Background: an optimization exercise with open tools, aiming at small area. Do not read the settings as production practice.
In this exercise RTL edits were held to simulation tests only and were not proved equivalent to the original.
The clock port is modelled as an ideal driver; clocking choices that lean on that would not hold on a real chip.
Power and IR drop assume default switching activity.

## flow/design.v

```verilog
`timescale 1ns / 1ps
module Digital_clock(input clk, reset, input [1:0] en, output reg [6:0] segments, output reg [3:0] anode);
reg [3:0] p;
reg [1:0] s;
reg [5:0] q;
reg [3:0] su, mu;
reg [2:0] st, mt;
wire ph4 = p[2] & ~p[1] & p[0];
wire ph9 = ~p[3] & ~p[1];
wire wrap = ph4 & (s[1] & ~s[0]);
wire t0 = ph9 & (~s[1] & ~s[0]) & (q[4] & q[3] & ~q[2] & ~q[1] & q[0]);
wire t1 = t0 & (~su[3] & su[1] & ~su[0]);
wire t2 = t1 & (~st[2] & ~st[0]);
wire t3 = t2 & (~mu[3] & mu[1] & ~mu[0]);
always @(posedge clk, posedge reset) begin
    if (reset) begin
        p <= 4'd3; s <= 2'd0; q <= 6'd0; su <= 4'd13; mu <= 4'd13; st <= 3'd1; mt <= 3'd1;
    end else begin
        p[0] <= p[0] ^ ((p[3] & p[1]) | (p[3] & ~p[2]));
        p[1] <= p[0];
        p[2] <= p[1];
        p[3] <= p[2];
        s[0] <= ph4 ? (~s[1]) : s[0];
        s[1] <= ph4 ? (s[0]) : s[1];
        q[0] <= wrap ? (~q[0]) : q[0];
        q[1] <= q[1] ^ (wrap & ((~q[5] & q[0]) | (~q[4] & q[0])));
        q[2] <= q[2] ^ (wrap & (q[1] & q[0]));
        q[3] <= q[3] ^ (wrap & (q[2] & q[1] & q[0]));
        q[4] <= q[4] ^ (wrap & ((q[5] & q[4] & q[0]) | (q[3] & q[2] & q[1] & q[0])));
        q[5] <= q[5] ^ (wrap & ((q[5] & q[4] & q[0]) | (q[4] & q[3] & q[2] & q[1] & q[0])));
        su[0] <= su[0] ^ (t0 & ((~su[3] & ~su[0]) | (~su[3] & su[1])));
        su[1] <= t0 ? (su[0]) : su[1];
        su[2] <= t0 ? (su[1]) : su[2];
        su[3] <= t0 ? (su[2]) : su[3];
        st[0] <= t1 ? (~st[2]) : st[0];
        st[1] <= t1 ? (st[0]) : st[1];
        st[2] <= t1 ? (st[1]) : st[2];
        mu[0] <= mu[0] ^ (t2 & ((~mu[3] & ~mu[0]) | (~mu[3] & mu[1])));
        mu[1] <= t2 ? (mu[0]) : mu[1];
        mu[2] <= t2 ? (mu[1]) : mu[2];
        mu[3] <= t2 ? (mu[2]) : mu[3];
        mt[0] <= t3 ? (~mt[2]) : mt[0];
        mt[1] <= t3 ? (mt[0]) : mt[1];
        mt[2] <= t3 ? (mt[1]) : mt[2];
    end
end
reg [3:0] d;
always @(*) begin
    case (s)
        2'd0: begin anode = 4'b1110; d = su; end
        2'd1: begin anode = 4'b1101; d = {1'b1, st[2], st[1], st[0]}; end
        2'd3: begin anode = 4'b1011; d = mu; end
        2'd2: begin anode = 4'b0111; d = {1'b1, mt[2], mt[1], mt[0]}; end
        default: begin anode = 4'b1110; d = su; end
    endcase
    segments[0] = (~d[1] & d[0]) | (d[3] & ~d[2] & d[0]);
    segments[1] = (~d[3] & ~d[1] & d[0]) | (d[3] & d[1]) | (d[2] & d[1] & d[0]);
    segments[2] = (~d[3] & ~d[1] & d[0]) | (d[3] & ~d[0]) | (d[3] & ~d[2] & d[1]) | (d[2] & ~d[0]);
    segments[3] = (~d[3] & ~d[1] & d[0]) | (d[3] & ~d[2] & d[1]) | (d[2] & ~d[1] & ~d[0]);
    segments[4] = d[2] & d[1] & d[0];
    segments[5] = ~d[2] & ~d[0];
    segments[6] = (d[3] & ~d[2] & d[1]) | (d[2] & ~d[1] & ~d[0]);
end
endmodule
```

## flow/flow/run.sh

```bash
#!/bin/bash
# Own layout flow: the standard ORFS flow with these changes.
#  1. Technology mapping uses an area-oriented ABC script (flow/abc_area.script)
#     in place of ORFS's delay-oriented one; the rest of synthesis is unchanged,
#     so the registers keep the standard synthesis's names and cell types.
#  2. Ports are buffered with sky130_fd_sc_hd__buf_1 (every port still gets a buffer).
#  3. If flow/cts_args.txt exists, it gives clock_tree_synthesis's arguments.
# Each step's output goes to a log file of its own in this folder.
set -euo pipefail
here=$(pwd)
rm -rf "$here/scripts"
cp -r "$FLOW_HOME/scripts" "$here/scripts"
cp "$here/flow/abc_area.script" "$here/scripts/abc_speed.script"
knobs=(SCRIPTS_DIR="$here/scripts" "BUFFER_PORTS_ARGS=-buffer_cell sky130_fd_sc_hd__buf_1")
if [[ -f "$here/flow/cts_args.txt" ]]; then
  knobs+=("CTS_ARGS=$(tr '\n' ' ' < "$here/flow/cts_args.txt")")
fi
bash standard.sh "${knobs[@]}" synth > "$here/synth.log" 2>&1
bash standard.sh "${knobs[@]}" finish > "$here/layout.log" 2>&1
```

## flow/flow/abc_area.script

```
&get -n
&st
&dch
&nf -R 1000
&put
```

## flow/standard.sh

```bash
#!/bin/bash
# synth_recipe.tcl (not shown) runs the flow's synth.tcl, then flattens the netlist and writes it again
# the make line also repeats each setting of config.mk as NAME=value (left out here)
make -C /OpenROAD-flow-scripts/flow DESIGN_CONFIG=/design/flow/config.mk WORK_HOME=/design/flow/orfs CLKGATE_MAP_FILE= SYNTH_SCRIPT=/design/flow/synth_recipe.tcl "${@:-finish}"
```

## flow/config.mk

```make
export PLATFORM = sky130hd
export DESIGN_NAME = Digital_clock
export DESIGN_NICKNAME = Digital_clock
export VERILOG_FILES = /design/flow/design.v
export SDC_FILE = /design/flow/constraint.sdc
export NUM_CORES = 4
export LEC_CHECK = 0
export CAP_MARGIN = 20
export CORE_AREA = 3 3 61 61
export CTS_BUF_LIST = sky130_fd_sc_hd__clkbuf_8
export DIE_AREA = 0 0 64 64
export SLEW_MARGIN = 20
```

## flow/constraint.sdc

```tcl
create_clock -name core_clock -period 10.0 [get_ports {clk}]
set_input_delay 2.0000 -clock core_clock [delete_from_list [all_inputs] [get_ports {clk}]]
set_output_delay 2.0000 -clock core_clock [all_outputs]
set_load 0.01 [all_outputs]
```

==> run notes, run 1 <==
Post-Synthesis Cells between 100 and 150; fmax about 0.23 GHz; GR Overflow Total 0; Initial Util 0.377; Max-Cap Viols 0; I/O pins 15; Static Leak 0.000574 uW; status finished clean; die height approximately 64 um; CTS Sinks 26; pin count of the biggest net entering global routing 27; clock slew at reported path FFs ~0.09 ns; Synth warnings 1; CP endpoint segments[3]; Setup Viol. Count Final 0; RSZ-0062 raised after global routing false; most common cell in the netlist dfrtp_1; post-synthesis sequential area ratio 0.563; RR Startpoint s[0]$_DFFE_PP0P_; Filler cells 304; area leader, netlist dfrtp_1; Critical Path AT 2.35 ns; TritonCTS clock tree yes; asr flop ratio synth 1.00; DR iter-0 viols 47; R2R Setup Slk ~6.9 ns; Startpoint Class flip-flop; Synth area leaders dfrtp_1 (34%), dfstp_2 (22%), mux2_1 (9.6%), o21ai_0 (3.8%), nand2_1 (3.2%); Net Count, Synth between 100 and 150; Final Max Tran Viols 0; DIE WIDTH 64 um; post-CTS sizing 0; Distinct cells, synth 29; clock buffer count from CTS 3; Post-synth EDFFs 0; # rows 20; CP max-delay cell o21ai_0; pwr dens 130 mW/mm2; Total Neg Setup Slack 0 ns; NumNets Final roughly 130; relative slew slack 0.414; Tot GR Track Use 0.110; Worst Hold Launch p[0]$_DFF_PP1_; multi-input gate area in the final layout 485 um2; CORE AREA 0.00313 mm2; period utilization 0.435; # diodes 0; gp weighted congestion 0.782; Worst path max stage delay 0.48 ns; clock skew 0.00489 ns; Slew @ Worst Pin approximately 0.87 ns; Routed Antenna Nets 0; crit path max fanout 8; Fin. Hold Viols 0; worst hold slack roughly 0.39 ns; initial antenna violation count 0; crit end category output port; first-pass GRT wire length approximately 3.5 mm; Sequential Area 663 um2; Post-CTS Repair Setup Buffers 0; DR vias around 800; Min-Delay Path Class reg2reg; TritonRoute pass-1 iters 4; DRC 0; Worst VDD drop a little over 60 uV; Via density between 4 and 5; hold buffer count at cts 0; crit path time final 4.35 ns; Non-Filler Instances 165; mapped cell area between 0.001 and 0.0015 mm2; Avg Cell Area, Syn 11.2 um2; Worst-Skew Late Latency 0.27 ns; number of global-route vias before repair approximately 830; reg-to-reg endpoint mt[2]$_DFFE_PP0P_; final wirelength 2.03 mm; placed wire-length estimate 1.56 mm; synth cell count leaders dfrtp_1 (16), dfstp_2 (10), mux2_1 (10), nand2_1 (10), o21ai_0 (9); CP startpoint s[0]$_DFFE_PP0P_; crit path kind reg2out; # placed instances 161; top cell type's share of synthesized area 0.340; Port Buffers 12; critical path data required time 8.00 ns; layout cells sized above 1 0.116; area delta synth->final 13.2%; die area 0.00410 mm2; flop and latch count out of synthesis 26; worst path cell trace or2_0 > o21ai_0 > o221ai_1 > o22ai_1 > a21o_1 > buf_1; wire per inst 12.3 um; R2R cell count 7; main flop type after synthesis dfrtp_1
## placed cells by master (no fill, tap or decap), types with 3 or more instances in the layout
master    count
dfrtp_1      16
buf_1        12
nand2_1      10
mux2_1       10
dfstp_2      10
o21ai_0       9
clkinv_1      8
nor2_1        4
xnor2_1       4
xor2_1        4
clkbuf_8      4
a222oi_1      3
## layout make-up
cell class	count	share of cell area
flip-flops and latches	26	0.497
repair buffers	12	0.0338
inverters	8	0.0225
multi-input cells	71	0.364
clock buffers	4	0.0413
well taps	44	0.0413
## sequential cells by signal, summed over array words and instances, names as in the netlist
register / cells
su: 4
mu: 4
st: 3
p: 4
s: 2
mt: 3
q: 6
## power breakdown
part / internal [uW] / total (uW) / leakage [uW] / switching (uW)
Combinational: 0.120 / 2.04 / 0.000219 / 1.92
Sequential: 105 / 105 / 0.000327 / 0
Clock: 35.2 / 66.6 / 0.0000288 / 31.5
Total: 141 / 174 / 0.000574 / 33.4
## metrics by stage
stage	total power (uW)	setup WS, ns	utilization	area (um2)
5_1_grt	182	5.40	0.426	1330
4_1_cts	176	5.64	0.426	1330
3_3_place_gp	109	6.09	0.409	1280
2_1_floorplan	109	6.20	-	1180
6_report	174	5.65	0.426	1330
3_5_place_dp	109	5.96	0.409	1280
## worst min-delay path by stage
stage / to / slack, ns / cells past startpoint
2_1_floorplan: p[1]$_DFF_PP1_ / 0.37 / 0
3_3_place_gp: p[1]$_DFF_PP1_ / 0.37 / 0
3_5_place_dp: p[1]$_DFF_PP1_ / 0.38 / 0
4_1_cts: p[1]$_DFF_PP1_ / 0.39 / 0
5_1_grt: p[1]$_DFF_PP1_ / 0.39 / 0
6_report: p[1]$_DFF_PP1_ / 0.39 / 0
## cell families after synthesis
family | Yosys count | share of synthesized area
compound gates | 22 | 0.123
xor+xnor | 8 | 0.0594
buf+inv | 8 | 0.0255
flops | 26 | 0.563
mux | 10 | 0.0955
simple gates | 31 | 0.134
## critical path: cells and delay by family, from the launching register on
| kind | cells | cell delay, ns |
|---|---|---|
| AOI/OAI and AO/OA | 4 | 1.12 |
| DFF | 1 | 0.42 |
| and+or+nand+nor | 1 | 0.38 |
| buffers and inverters | 1 | 0.15 |
## routing by layer
layer	up-vias	part of all wire	wire length, um	global-route usage
li1	409	-	-	-
met4	0	0.027	54	0.0728
met1	375	0.52	1050	0.138
met2	26	0.41	831	0.170
met3	5	0.049	99	0.0211
met5	-	0	0	0
==> run 2, diff against run 1 <==
==> flow/flow/cts_args.txt (new file) <==
-sink_clustering_enable -repair_clock_nets -buf_list sky130_fd_sc_hd__clkbuf_4 -dont_use_dummy_load -sink_clustering_size 10
--- a/flow/config.mk
+++ b/flow/config.mk
@@ -7,6 +7,6 @@
 export LEC_CHECK = 0
 export CAP_MARGIN = 20
 export CORE_AREA = 3 3 61 61
-export CTS_BUF_LIST = sky130_fd_sc_hd__clkbuf_8
 export DIE_AREA = 0 0 64 64
+export PLACE_DENSITY = 0.9
 export SLEW_MARGIN = 20
==> run notes, run 2 <==
R2R Setup Slk 6.89 ns (-0.03 ns); Slew @ Worst Pin 0.847 ns (-0.0272 ns); max reg flops 6 (unchanged); clock buffer count from CTS 3 (unchanged); Distinct cells, synth 29 (unchanged); RSZ-0062 raised after global routing false; Max-Cap Viols 0 (unchanged); Core Util, Final 0.416 (-0.0104); TritonRoute pass-1 iters 4 (unchanged); Tot GR Track Use 0.114 (+0.00460); Startpoint Class flip-flop; NumNets Final 126 (unchanged); Sequential Area 663 um2 (unchanged); main flop type after synthesis dfrtp_1; pwr dens 114 mW/mm2 (-13%); commonest non-fill, non-tap cell in the layout dfrtp_1; Post-Synthesis Cells 105 (unchanged); crit path kind reg2out; DRC 0 (unchanged); most common cell in the netlist dfrtp_1; DR vias 841 (+3.2%); initial antenna violation count 0 (unchanged); top cell type's share of synthesized area 0.340 (unchanged); Reg with most FFs q; clock slew at reported path FFs 0.12 ns (+0.03 ns); Fin. Hold Viols 0 (unchanged); worst hold endpoint p[1]$_DFF_PP1_; DR iter-0 viols 57 (+21%); Final Max Tran Viols 0 (unchanged); wire per inst 13.2 um (+6.8%); crit path time final 4.40 ns (+0.0544 ns); Initial Util 0.377 (unchanged); Min-Delay Path Class reg2reg; Seq pwr share 0.713 (+0.108); CP max-delay cell dfrtp_1; hold buffer count at cts 0 (unchanged); mapped cell area 0.00118 mm2 (unchanged); combinational family with the most area after synthesis simple AND/OR/NAND/NOR gates; pin count of the biggest net entering global routing 27 (unchanged); critical path data required time 8.00 ns (about the same); clock skew 0.00592 ns (+0.00103 ns); Synth warnings 1 (unchanged); Critical Path AT 2.40 ns (+0.05 ns); GR Overflow Total 0 (unchanged); internal power 120 uW (-15%); multi-input gate area in the final layout 485 um2 (unchanged); status finished clean; Setup Viol. Count Final 0 (unchanged); # diodes 0 (unchanged); R2R cell count 7 (unchanged); # rows 20 (unchanged); RR Startpoint s[0]$_DFFE_PP0P_; Sw Ratio 0.191 (-0.000384); post-CTS sizing 0 (unchanged); P_sw 28.3 uW (-15%); die height 64 um (unchanged); area delta synth->final 10.4%; Filler cells 299 (-1.6%); placed wire-length estimate 1.71 mm (+9.7%); die area 0.00410 mm2 (unchanged); Clk pwr share 0.274 (-0.109); Comb power frac 0.013 (about the same); Non-Filler Instances 164 (-0.61%); Worst Hold Launch p[0]$_DFF_PP1_; fmax 0.227 GHz (-1.2%); reg-to-reg endpoint mt[2]$_DFFE_PP0P_; flop and latch count out of synthesis 26 (unchanged); I/O pins 15 (unchanged); Post-CTS Repair Setup Buffers 0 (unchanged); Routed Antenna Nets 0 (unchanged); Static Leak 0.000559 uW (-2.6%); final wirelength 2.16 mm (+6.2%); Hold Crit Depth 0 (unchanged); commonest non-fill, non-tap cells in the layout dfrtp_1 (16), buf_1 (12), nand2_1 (10), mux2_1 (10), dfstp_2 (10); TritonCTS clock tree yes; gp weighted congestion 0.771 (-1.4%); layout cells sized above 1 0.108 (-0.00737); synth cell count leaders dfrtp_1 (16), dfstp_2 (10), mux2_1 (10), nand2_1 (10), o21ai_0 (9); Total Neg Setup Slack 0 ns (unchanged); relative slew slack 0.432 (+0.0182); DIE WIDTH 64 um (unchanged); post-synthesis sequential area ratio 0.563 (unchanged); worst path cell trace and2_0 > a222oi_1 > o21ai_0 > or2_0 > o211ai_1 > buf_1; Worst-Skew Late Latency 0.30 ns (+0.03 ns); Worst VDD drop 46.2 uV (-24%); Synth area leaders dfrtp_1 (34%), dfstp_2 (22%), mux2_1 (9.6%), o21ai_0 (3.8%), nand2_1 (3.2%); Place WS 5.99 ns (+0.0348 ns); period utilization 0.440 (+0.00544); Synth Area in XOR/XNOR 0.0594 (unchanged); Net Count, Synth 109 (unchanged); Synth Area in Compound Gates 0.123 (unchanged); Port Buffers 12 (unchanged); Post-synth EDFFs 0 (unchanged); asr flop ratio synth 1.00 (unchanged); area leader, netlist dfrtp_1; Avg Cell Area, Syn 11.2 um2 (unchanged); CORE AREA 0.00313 mm2 (unchanged); Synth Area in Adders 0 (unchanged); setup ws final 5.60 ns (-0.0544 ns); simple-gate portion of the synthesized area 0.134 (unchanged); crit end category output port; multiplexer area fraction after synthesis 0.0955 (unchanged); number of global-route vias before repair 878 (+6.3%); first-pass GRT wire length 3.77 mm (+8.1%); # placed instances 161 (unchanged); Worst path max stage delay 0.44 ns (-0.04 ns); CTS Sinks 26 (unchanged); crit path max fanout 6 (-2); Via density 5.13 (+3.8%)
-- run 2: cell counts after synthesis --
Identical to the previous run, type by type.
-- run 2: kinds of logic after synthesis --
| kind of cell | after synthesis |
|---|---|
| simple gates | 31 |
| flops | 26 |
| compound gates | 22 |
| mux | 10 |
| xor+xnor | 8 |
| buf+inv | 8 |
-- run 2: power groups by stage --
| stage | clock, uW | combinational (uW) | sequential, uW |
|---|---|---|---|
| detailed placement | 0 | 2.13 | 107 |
| finish | 40.5 | 1.97 | 105 |
| CTS | 41.8 | 2.12 | 105 |
| global placement | 0 | 1.95 | 107 |
| global route | 48.8 | 2.44 | 105 |
| floorplan | 0 | 1.53 | 107 |
-- run 2: layer usage --
metal | wire length (um) | share of wire | global-route usage
met1 | 883 | 0.41 | 0.121
met2 | 1140 | 0.53 | 0.206
met3 | 92 | 0.043 | 0.0351
met4 | 43 | 0.020 | 0.0512
met5 | 0 | 0 | 0
-- run 2: how the worst max path moves through the flow --
| stage | startpoint | to | cells after the start |
|---|---|---|---|
| 2_1_floorplan | s[0]$_DFFE_PP0P_ | segments[3] | 5 |
| 3_3_place_gp | s[0]$_DFFE_PP0P_ | segments[3] | 6 |
| 3_5_place_dp | s[0]$_DFFE_PP0P_ | segments[2] | 6 |
| 4_1_cts | s[0]$_DFFE_PP0P_ | segments[3] | 6 |
| 5_1_grt | s[0]$_DFFE_PP0P_ | segments[3] | 6 |
| 6_report | s[1]$_DFFE_PP0P_ | segments[2] | 6 |
-- run 2: cell type report --
| class | instances | area share |
|---|---|---|
| tap | 44 | 0.0423 |
| clock buffer | 3 | 0.0173 |
| inverter | 8 | 0.0231 |
| timing repair buffer | 12 | 0.0346 |
| sequential | 26 | 0.510 |
| multi-input combinational | 71 | 0.373 |
-- run 2: metrics by stage --
stage | hold slack [ns] | cell area (um2) | total power (uW)
finish | 0.395 | 1300 | 148
global route | 0.404 | 1300 | 157
CTS | 0.396 | 1300 | 149
detailed placement | 0.374 | 1280 | 109
global placement | 0.371 | 1280 | 109
floorplan | 0.367 | 1180 | 109
-- run 2: worst max-delay path, delay by kind of cell, from the launching register on --
family / cells / cell delay (ns)
DFF: 1 / 0.44
and+or+nand+nor: 2 / 0.58
buffers and inverters: 1 / 0.18
AOI/OAI and AO/OA: 3 / 0.91
==> run 3, diff against run 2 <==
==> flow/flow/cts_args.txt (replaced) <==
-sink_clustering_enable -repair_clock_nets -buf_list sky130_fd_sc_hd__clkbuf_4 -dont_use_dummy_load -sink_clustering_max_diameter 25
==> run notes, run 3 <==
status finished clean; Slew @ Worst Pin 0.847 ns (unchanged); multi-input gate area in the final layout 485 um2 (unchanged); CTS Sinks 26 (unchanged); max reg flops 6 (unchanged); DRC 0 (unchanged); Final Max Tran Viols 0 (unchanged); RSZ-0062 raised after global routing false; final wirelength 2.16 mm (unchanged); clock skew 0.00592 ns (unchanged); flop and latch count out of synthesis 26 (unchanged); Post-Synthesis Cells 105 (unchanged); area leader, netlist dfrtp_1; commonest non-fill, non-tap cell in the layout dfrtp_1; post-CTS sizing 0 (unchanged); pwr dens 114 mW/mm2 (unchanged); Reg with most FFs q; Post-CTS Repair Setup Buffers 0 (unchanged); Static Leak 0.000559 uW (unchanged); reg-to-reg endpoint mt[2]$_DFFE_PP0P_; CP endpoint segments[2]; Tot GR Track Use 0.114 (unchanged); mapped cell area 0.00118 mm2 (unchanged); hold buffer count at cts 0 (unchanged); critical path data required time 8.00 ns (about the same); area delta synth->final 10.4% (unchanged); number of global-route vias before repair 878 (unchanged); RR Startpoint s[0]$_DFFE_PP0P_; wire per inst 13.2 um (unchanged); Total Neg Setup Slack 0 ns (unchanged); GR Overflow Total 0 (unchanged); Worst-Skew Late Latency 0.30 ns (about the same); gp weighted congestion 0.771 (unchanged); CP startpoint s[1]$_DFFE_PP0P_; Synth area leaders dfrtp_1 (34%), dfstp_2 (22%), mux2_1 (9.6%), o21ai_0 (3.8%), nand2_1 (3.2%); R2R cell count 7 (unchanged); Distinct cells, synth 29 (unchanged); top cell type's share of synthesized area 0.340 (unchanged); CORE AREA 0.00313 mm2 (unchanged); Worst Hold Launch p[0]$_DFF_PP1_; relative slew slack 0.432 (unchanged); Filler cells 299 (unchanged); most common cell in the netlist dfrtp_1; DR vias 841 (unchanged); Critical Path AT 2.40 ns (about the same); die area 0.00410 mm2 (unchanged); asr flop ratio synth 1.00 (unchanged); Min-Delay Path Class reg2reg; Max-Cap Viols 0 (unchanged); placed wire-length estimate 1.71 mm (unchanged); NumNets Final 126 (unchanged); # diodes 0 (unchanged); DIE WIDTH 64 um (unchanged); commonest non-fill, non-tap cells in the layout dfrtp_1 (16), buf_1 (12), nand2_1 (10), mux2_1 (10), dfstp_2 (10); # rows 20 (unchanged); synth cell count leaders dfrtp_1 (16), dfstp_2 (10), mux2_1 (10), nand2_1 (10), o21ai_0 (9); Port Buffers 12 (unchanged); fmax 0.227 GHz (unchanged); period utilization 0.440 (unchanged); crit path time final 4.40 ns (unchanged); pin count of the biggest net entering global routing 27 (unchanged); Fin. Hold Viols 0 (unchanged); Sequential Area 663 um2 (unchanged); crit path kind reg2out; Avg Cell Area, Syn 11.2 um2 (unchanged); R2R Setup Slk 6.89 ns (about the same); Synth warnings 1 (unchanged); main flop type after synthesis dfrtp_1; Setup Viol. Count Final 0 (unchanged); Post-synth EDFFs 0 (unchanged); DR iter-0 viols 57 (unchanged); first-pass GRT wire length 3.77 mm (unchanged); Routed Antenna Nets 0 (unchanged); crit path max fanout 6 (unchanged); die height 64 um (unchanged); TritonRoute pass-1 iters 4 (unchanged); I/O pins 15 (unchanged); post-synthesis sequential area ratio 0.563 (unchanged); worst hold slack 0.395 ns (unchanged); clock slew at reported path FFs 0.12 ns (about the same); initial antenna violation count 0 (unchanged); layout cells sized above 1 0.108 (unchanged); Via density 5.13 (unchanged); Net Count, Synth 109 (unchanged); TritonCTS clock tree yes; crit end category output port; clock buffer count from CTS 3 (unchanged); Startpoint Class flip-flop; Initial Util 0.377 (unchanged); Worst VDD drop 46.2 uV (unchanged)
## run 3: power by group
| part | switching [uW] | total, uW | internal [uW] |
|---|---|---|---|
| sequential | 0 | 105 | 105 |
| combinational | 1.85 | 1.97 | 0.120 |
| clock | 26.4 | 40.5 | 14.0 |
| total | 28.3 | 148 | 120 |
## run 3: worst max-delay path, stage by stage, from the launching register on
cell      delay [ns]
dfrtp_1         0.44
and2_0          0.26
a222oi_1        0.42
o21ai_0         0.29
or2_0           0.32
o211ai_1        0.20
buf_1           0.18
## run 3: cell families after synthesis
group | Yosys count | synth area share
multiplexers | 10 | 0.0955
flip-flops | 26 | 0.563
AND/OR/NAND/NOR | 31 | 0.134
XOR/XNOR | 8 | 0.0594
buffers and inverters | 8 | 0.0255
AO/OA/AOI/OAI | 22 | 0.123
## run 3: per-layer routing
metal,GRT usage,vias up,wire length [um]
met5,0,-,0
met4,0.0512,0,43
met1,0.121,398,883
met3,0.0351,4,92
met2,0.206,24,1140
li1,-,415,-
## run 3: metrics by stage
step / instances / utilization / power [uW] / area (um2) / setup WS [ns]
2_1_floorplan: 105 / - / 109 / 1180 / 6.20
3_3_place_gp: 161 / 0.409 / 109 / 1280 / 6.14
3_5_place_dp: 161 / 0.409 / 109 / 1280 / 5.99
4_1_cts: 164 / 0.416 / 149 / 1300 / 5.64
5_1_grt: 164 / 0.416 / 157 / 1300 / 5.40
6_report: 164 / 0.416 / 148 / 1300 / 5.60
## run 3: how the worst min path moves through the flow
stage / to / slack [ns] / depth (start not counted)
2_1_floorplan: p[1]$_DFF_PP1_ / 0.37 / 0
3_3_place_gp: p[1]$_DFF_PP1_ / 0.37 / 0
3_5_place_dp: p[1]$_DFF_PP1_ / 0.37 / 0
4_1_cts: p[1]$_DFF_PP1_ / 0.40 / 0
5_1_grt: p[1]$_DFF_PP1_ / 0.40 / 0
6_report: p[1]$_DFF_PP1_ / 0.40 / 0
## run 3: final cells by class
class,count,share of cell area
flip-flops and latches,26,0.510
repair buffers,12,0.0346
clock buffers,3,0.0173
inverters,8,0.0231
well taps,44,0.0423
multi-input cells,71,0.373
==> run 4, diff against run 3 <==
==> flow/flow/cts_args.txt (replaced) <==
-sink_clustering_enable -repair_clock_nets -buf_list sky130_fd_sc_hd__clkbuf_4 -dont_use_dummy_load
==> run notes, run 4 <==
status finished clean; Post-synth EDFFs 0 (unchanged); die area 0.00410 mm2 (unchanged); Min-Delay Path Class reg2reg; Avg Cell Area, Syn 11.2 um2 (unchanged); Synth area leaders dfrtp_1 (34%), dfstp_2 (22%), mux2_1 (9.6%), o21ai_0 (3.8%), nand2_1 (3.2%); Post-CTS Repair Setup Buffers 0 (unchanged); Post-Synthesis Cells 105 (unchanged); post-synthesis sequential area ratio 0.563 (unchanged); crit end category output port; DRC 0 (unchanged); fmax 0.227 GHz (unchanged); worst hold slack 0.395 ns (unchanged); crit path max fanout 6 (unchanged); post-CTS sizing 0 (unchanged); flop and latch count out of synthesis 26 (unchanged); # placed instances 161 (unchanged); DRT met1 WL 883 um (unchanged); Initial Util 0.377 (unchanged); mapped cell area 0.00118 mm2 (unchanged); highest routed layer met4; final wirelength 2.16 mm (unchanged); critical path data required time 8.00 ns (about the same); clock slew at reported path FFs 0.12 ns (about the same); Total Neg Setup Slack 0 ns (unchanged); NumNets Final 126 (unchanged); clock skew 0.00592 ns (unchanged); DR WL met2 1.14 mm (unchanged); # diodes 0 (unchanged); layout cells sized above 1 0.108 (unchanged); Static Leak 0.000559 uW (unchanged); gp weighted congestion 0.771 (unchanged); DR vias 841 (unchanged); Slew @ Worst Pin 0.847 ns (unchanged); DP Area 0.00128 mm2 (unchanged); Synth warnings 1 (unchanged); RSZ-0062 raised after global routing false; crit path time final 4.40 ns (unchanged); Via density 5.13 (unchanged); Critical Path AT 2.40 ns (about the same); top cell type's share of synthesized area 0.340 (unchanged); Fin. Hold Viols 0 (unchanged); Worst-Skew Late Latency 0.30 ns (about the same); GR Overflow Total 0 (unchanged); first-pass GRT wire length 3.77 mm (unchanged); die height 64 um (unchanged); Net Count, Synth 109 (unchanged); pin count of the biggest net entering global routing 27 (unchanged); DIE WIDTH 64 um (unchanged); Non-Filler Instances 164 (unchanged); max reg flops 6 (unchanged); Port Buffers 12 (unchanged); Max-Cap Viols 0 (unchanged); relative slew slack 0.432 (unchanged); asr flop ratio synth 1.00 (unchanged); DR iter-0 viols 57 (unchanged); number of global-route vias before repair 878 (unchanged); most common cell in the netlist dfrtp_1; Tot GR Track Use 0.114 (unchanged); Routed Antenna Nets 0 (unchanged); Filler cells 299 (unchanged); area leader, netlist dfrtp_1; Reg with most FFs q; routed wire length on met3 92 um (unchanged); Final Max Tran Viols 0 (unchanged); CTS Sinks 26 (unchanged); crit path kind reg2out; synth cell count leaders dfrtp_1 (16), dfstp_2 (10), mux2_1 (10), nand2_1 (10), o21ai_0 (9); Worst VDD drop 46.2 uV (unchanged); Finished Cell Area 0.00130 mm2 (unchanged); Startpoint Class flip-flop; clock buffer count from CTS 3 (unchanged); period utilization 0.440 (unchanged); commonest non-fill, non-tap cells in the layout dfrtp_1 (16), buf_1 (12), nand2_1 (10), mux2_1 (10), dfstp_2 (10); pwr dens 114 mW/mm2 (unchanged); placed wire-length estimate 1.71 mm (unchanged); CORE AREA 0.00313 mm2 (unchanged); main flop type after synthesis dfrtp_1; hold buffer count at cts 0 (unchanged); wire per inst 13.2 um (unchanged); TritonRoute pass-1 iters 4 (unchanged); Distinct cells, synth 29 (unchanged); TritonCTS clock tree yes; Setup Viol. Count Final 0 (unchanged); area delta synth->final 10.4% (unchanged); # rows 20 (unchanged); initial antenna violation count 0 (unchanged); commonest non-fill, non-tap cell in the layout dfrtp_1; I/O pins 15 (unchanged); total power 148 uW (unchanged)
[run 4: worst paths after layout]
check	start	end	slack [ns]	depth (start not counted)
min reg2reg	p[0]$_DFF_PP1_	p[1]$_DFF_PP1_	0.40	0
min	p[0]$_DFF_PP1_	p[1]$_DFF_PP1_	0.40	0
max	s[1]$_DFFE_PP0P_	segments[2]	5.60	6
min in group asynchronous	reset	q[4]$_DFF_PP0_	1.71	2
max reg2reg	s[0]$_DFFE_PP0P_	mt[2]$_DFFE_PP0P_	6.89	7
max in group asynchronous	reset	st[2]$_DFFE_PP0P_	7.88	2
[run 4: routing by layer]
metal / vias to the layer above / global-route usage
li1: 415 / -
met1: 398 / 0.121
met2: 24 / 0.206
met3: 4 / 0.0351
met4: 0 / 0.0512
met5: - / 0
[run 4: final cells by class]
type / count / area [um2] / area share
multi-input cells: 71 / 485 / 0.373
inverters: 8 / 30.0 / 0.0231
flip-flops and latches: 26 / 663 / 0.510
repair buffers: 12 / 45.0 / 0.0346
clock buffers: 3 / 22.5 / 0.0173
well taps: 44 / 55.1 / 0.0423
[run 4: logic make-up after synthesis]
| group | share of synthesized area |
|---|---|
| compound gates | 0.123 |
| buf+inv | 0.0255 |
| simple gates | 0.134 |
| flops | 0.563 |
| mux | 0.0955 |
| xor+xnor | 0.0594 |
[run 4: critical path, stage by stage, from the launching register on]
cell and delay, ns:
dfrtp_1 0.44, and2_0 0.26, a222oi_1 0.42, o21ai_0 0.29, or2_0 0.32, o211ai_1 0.20, buf_1 0.18
[run 4: through the flow]
| stage | setup WS [ns] | utilization |
|---|---|---|
| detailed placement | 5.99 | 0.409 |
| floorplan | 6.20 | - |
| finish | 5.60 | 0.416 |
| CTS | 5.64 | 0.416 |
| global route | 5.40 | 0.416 |
| global placement | 6.14 | 0.409 |
[run 4: power breakdown]
| part | internal, uW | switching [uW] | total [uW] |
|---|---|---|---|
| Combinational | 0.120 | 1.85 | 1.97 |
| Clock | 14.0 | 26.4 | 40.5 |
| Sequential | 105 | 0 | 105 |

static timing again, ports no longer ideal:
The results above use ideal ports. As a check the final layouts listed here were re-extracted and re-timed, cells and wires unchanged. Step 1, drivers: a clkbuf_16 drives clk and a buf_2 each remaining input, both assumed. Step 2, shift: input delay + t, output delay - t, t = (earliest + latest rising clock arrival at the registers) / 2. This alone moves slack from input paths to output paths. a / b / c = no drivers / after step 1 / after step 2; a / b = the first two.
run	shift t [ns]	slack for setup (ns)	worst setup path after step 2	latest minus earliest clock arrival (ns)	worst slew at a driven data input, ns
run 1	0.289	5.652 / 5.629 / 5.919	register to output	0.005 / 0.005	0.03
run 2	0.320	5.597 / 5.577 / 5.897	register to output	0.006 / 0.006	0.03
run 3	0.320	5.597 / 5.577 / 5.897	register to output	0.006 / 0.006	0.03
run 4	0.320	5.597 / 5.577 / 5.897	register to output	0.006 / 0.006	0.03
After both steps setup and hold are still met in every run listed.
